What follows belongs to an exercise in optimizing a design on an open flow for small area; a production flow would make more cautious choices.
The RTL was checked by simulation tests, not by an equivalence proof against the original design.
Power figures rest on the tool's default switching activity, not on a simulated workload.

`design/flow/design.v`:
```
module FIRC(
  input signed[7:0] xIn,
  input clk,
  output logic signed[15:0] yOutC);
logic signed[15:0] ad;
logic signed[ 7:0] xQ [7];   
logic signed[15:0] p  [7];   
logic signed[ 7:0] h  [7];   
always_comb begin              
  h[0] = -2;                   
  h[1] = 0;
  h[2] = 34;
  h[3] = 64;                   
  h[4] = 34;
  h[5] = 0;                    
  h[6] = -2;                   
end                            
always @(posedge clk) begin
  xQ[0] <= xIn;				   
  for(int i=1; i<7; i++)	  
    xQ[i] <= xQ[i-1];		   
end  
always_comb
  for(int j=0; j<7; j++)
    p[j] = xQ[j] * h[j];
always_comb begin
  ad = 0;
  for(int k=0; k<7; k++)
    ad = ad + p[k];
end  
always @(posedge clk)
  yOutC <= ad;                 
endmodule
```
`design/flow/constraint.sdc`:
```
create_clock -name core_clock -period 5.0 [get_ports {clk}]
set_input_delay 1.0000 -clock core_clock [delete_from_list [all_inputs] [get_ports {clk}]]
set_output_delay 1.0000 -clock core_clock [all_outputs]
set_load 0.01 [all_outputs]
```
`design/flow/run.sh`:
```
#!/bin/bash
# synth_recipe.tcl (not shown) runs the flow's synth.tcl, then flattens the netlist and writes it again
# the make line also repeats each setting of config.mk as NAME=value (left out here)
make -C /OpenROAD-flow-scripts/flow DESIGN_CONFIG=/design/flow/config.mk WORK_HOME=/design/flow/orfs CLKGATE_MAP_FILE= SYNTH_SCRIPT=/design/flow/synth_recipe.tcl finish
```
`design/flow/config.mk`:
```
export PLATFORM = sky130hd
export DESIGN_NAME = FIRC
export DESIGN_NICKNAME = FIRC
export VERILOG_FILES = /design/flow/design.v
export SDC_FILE = /design/flow/constraint.sdc
export NUM_CORES = 4
export LEC_CHECK = 0
export CAP_MARGIN = 20
export CORE_MARGIN = 2
export CORE_UTILIZATION = 40
export SLEW_MARGIN = 20
```
==> flow_summary.rst <==
.. list-table::
   :header-rows: 1

   * - Metric
     - Value
   * - Core Footprint
     - 10200 um2
   * - Number of synthesis warnings
     - 4
   * - Post-DP HPWL
     - 5740 um
   * - Antenna violations before repair
     - 0
   * - Total Die Area
     - 11200 um2
   * - Required @ worst endpoint
     - 5.25 ns
   * - Worst Tran Pin Value
     - 0.780 ns
   * - Num Clock Sinks
     - 71
   * - Setup Total Neg Slack
     - 0 ns
   * - Class of the tightest hold or removal check
     - flip-flop to flip-flop
   * - CTS H-tree depth
     - 3
   * - GRT Total Usage
     - 0.136
   * - Clk_skew
     - 0.00867 ns
   * - Number of library cell types mapped by synthesis
     - 35
   * - Total detailed-routing wirelength
     - 7050 um
   * - Final weighted congestion in routability-driven placement
     - 0.824
   * - Cell chain of the critical path
     - ha_1, ha_1, ha_2, inv_2, fa_2, nor2b_2, o21ai_2, a21oi_2, nor2_2, fa_1, fa_1, inv_1, fa_1, inv_1, ha_4, buf_4, nand2_1, o31ai_1, o22ai_1, xnor2_1
   * - Category of cells accounting for the largest share of critical-path delay
     - adder cells
   * - Largest net degree at the start of global routing
     - 15
   * - N_diodes
     - 0
   * - Initial core utilization
     - 0.408
   * - Chip Width
     - 106 um
   * - Share of cells above drive strength 1
     - 0.134
   * - Critical path startpoint
     - xQ[2][6]
   * - Fmax
     - 0.208 GHz
   * - Area of all placed cells without fillers
     - 4980 um2
   * - Via count
     - 2540
   * - Nets@finish
     - 527
   * - Wire length of the first global-routing pass
     - 11800 um
   * - Worst flop-to-flop path startpoint
     - xQ[2][6]
   * - Largest fanout on the critical path
     - 3
   * - Final Hold Violating Endpoints
     - 0
   * - Worst hold start
     - xQ[5][5]
   * - Portion of the post-synthesis area used by sequential elements
     - 0.342
   * - Synthesized flop and latch total
     - 71
   * - Average detailed-routed wire length per instance
     - 12.6 um
   * - Number of violations of the max-capacitance limit
     - 0
   * - Area growth from synthesis to layout
     - 19.8%
   * - DRC
     - 0
   * - Critical path startpoint category
     - flip-flop
   * - Number of buffer and inverter instances along the worst setup path
     - 4
   * - Number of CTS-inserted buffers
     - 9
   * - Crit-path most repeated cell
     - sky130_fd_sc_hd__fa_1
   * - CTS clk-pin slew, worst paths
     - 0.08 ns
   * - Final worst path period share
     - 0.960
   * - Number of buffers between clock root and the deepest sink
     - 2
   * - TritonCTS clock tree
     - done
   * - Clock insertion delay at the later pin of the skew report
     - 0.35 ns
   * - Remaining global-route overflow
     - 0
   * - Area of the mapped netlist
     - 4160 um2
   * - Pwr Density
     - 598 nW/um2
   * - Overall power
     - 2.98 mW
   * - Initial detailed-routing violation count
     - 64
   * - Antenna Nets Post-Route
     - 0
   * - Dpl cell area
     - 4590 um2
   * - Worst vdd rail ir drop
     - 228 uV
   * - Commonest cells after routing, fill and taps aside
     - sky130_fd_sc_hd__inv_1, sky130_fd_sc_hd__dfxtp_1, sky130_fd_sc_hd__ha_1
   * - Leakage Power
     - 2.36 nW
   * - Cell with the largest stage delay on the worst path
     - sky130_fd_sc_hd__fa_1
   * - Max Slew Vio Count
     - 0
   * - Main flop type after synthesis
     - sky130_fd_sc_hd__dfxtp_1
   * - Core Rows
     - 37
   * - Vias in the first global route
     - 2559
   * - Path type of the worst setup path
     - flip-flop to flip-flop
   * - Most common library cell in the layout ignoring fill and taps
     - sky130_fd_sc_hd__inv_1
   * - Delay of the slowest critical-path stage
     - 0.53 ns
   * - Ports placed on the boundary
     - 25
   * - Post-detailed-route via-to-cell ratio
     - 4.53
   * - Post-synth ARST share
     - 0
   * - Cell count after synthesis
     - 380
   * - Port-buffer cells
     - 23
   * - CP arrival
     - 5.05 ns
   * - Post-Layout Cell Count
     - 561
   * - Setup Viol. Count Final
     - 0
   * - Inst Count DP
     - 543
   * - RSZ-0062 raised after global routing
     - false
   * - Min Clock Period, post-route
     - 4.80 ns
   * - Post-Route Utilization
     - 0.489
   * - Result of the run
     - finished clean
   * - Slew margin rel.
     - 0.475
   * - Die height
     - 106 um
   * - Endpoint type of the worst setup path
     - flip-flop
   * - Post-Synthesis Mean Instance Area
     - 10.9 um2
   * - Net count after synthesis
     - 487
   * - Clock tree root driver cell
     - sky130_fd_sc_hd__clkbuf_8
   * - DR pass1 iterations
     - 4
   * - Number of flops mapped to enable cells by yosys
     - 0
   * - Post-cts hold buffer count
     - 0
-- through the flow --
| step | worst slack [ns] | hold WS, ns |
|---|---|---|
| finish | 0.201 | 0.327 |
| detailed placement | -0.0429 | 0.312 |
| floorplan | 0.153 | 0.310 |
| global placement | 0.0837 | 0.310 |
| CTS | 0.0207 | 0.324 |
| global route | 0.00772 | 0.332 |
-- final timing paths --
path	slack, ns	endpoint	cells after the start
max	0.20	yOutC[14]	20
min	0.33	xQ[6][5]	0
max reg2reg	0.20	yOutC[14]	20
min reg2reg	0.33	xQ[6][5]	0
-- cells in the mapped netlist (all sizes together), types with 4 or more instances --
cell type  count  area (um2)
a21o          10        75.1
a21oi         15        78.8
dfxtp         71        1420
fa            41         821
ha            57         713
inv           73         274
nand2          7        26.3
nand2b         4        25.0
nor2          23         103
nor3           4        20.0
o21a           7        52.6
o21ai          9        45.0
xnor2         23         201
xor2          10        87.6
-- state kept, by name, summed over array words and instances (netlist names) --
name   flops
xQ        56
yOutC     15
-- cell type report --
class,count,area (um2)
Clock buffer,9,124
Inverter,73,274
Sequential cell,71,1430
Clock inverter,7,104
Fill cell,941,5200
Timing Repair Buffer,31,290
Multi-Input combinational cell,234,2590
Tap cell,136,170
-- where the power goes --
| part | total, mW | internal (mW) | leakage [nW] | switching, mW |
|---|---|---|---|---|
| Sequential | 0.710 | 0.677 | 0.600 | 0.0334 |
| Clock | 0.528 | 0.288 | 0.108 | 0.241 |
| Combinational | 1.74 | 0.914 | 1.65 | 0.825 |
| Total | 2.98 | 1.88 | 2.36 | 1.10 |
-- logic make-up (layout without fill, tap and decap cells) --
| logic type | Yosys count | after routing | share of synthesized area |
|---|---|---|---|
| flops | 71 | 71 | 0.342 |
| fa+ha+maj | 98 | 98 | 0.369 |
| simple gates | 52 | 52 | 0.0647 |
| buf+inv | 75 | 120 | 0.0686 |
| xor+xnor | 35 | 35 | 0.0804 |
| compound gates | 48 | 48 | 0.0744 |
| other cells | 1 | 1 | 0.000902 |
-- repair_timing --
item,4_1_cts,5_1_grt
pin swaps,3,30
gates cloned,0,0
endpoints found under the setup margin,1,2
gates resized for setup,2,28
endpoints found under the hold margin,0,0
buffers inserted,0,2
-- per-layer routing --
layer / up-vias / wire, um / track usage
li1: 1287 / - / -
met1: 1211 / 3290 / 0.171
met4: 0 / 128 / 0.0564
met3: 11 / 194 / 0.0276
met2: 31 / 3450 / 0.230
met5: - / 0 / 0

==> separate check: timing with driven ports <==
In the flow no input, the clock included, has a driving cell. The finished layout below was timed again as built, in two steps. Step 1 (the two cells are an assumption about what drives the block):
set clk [get_ports {clk}]
set_driving_cell -lib_cell sky130_fd_sc_hd__clkbuf_16 $clk
set_driving_cell -lib_cell sky130_fd_sc_hd__buf_2 [delete_from_list [all_inputs] $clk]
Step 2, shift: input delay + t, output delay - t, t = (earliest + latest rising clock arrival at the registers) / 2. This alone moves slack from input paths to output paths. Three values: ideal, step 1, step 2; two values: the first two.
t, ns: 0.381
setup WS [ns]: 0.201 / 0.201 / 0.201
hold slack, ns: 0.327 / 0.327 / 0.327
After both steps this run still meets setup and hold. The setup slack of this run moves by 0.000 ns with the drivers and by 0.000 ns with both steps.
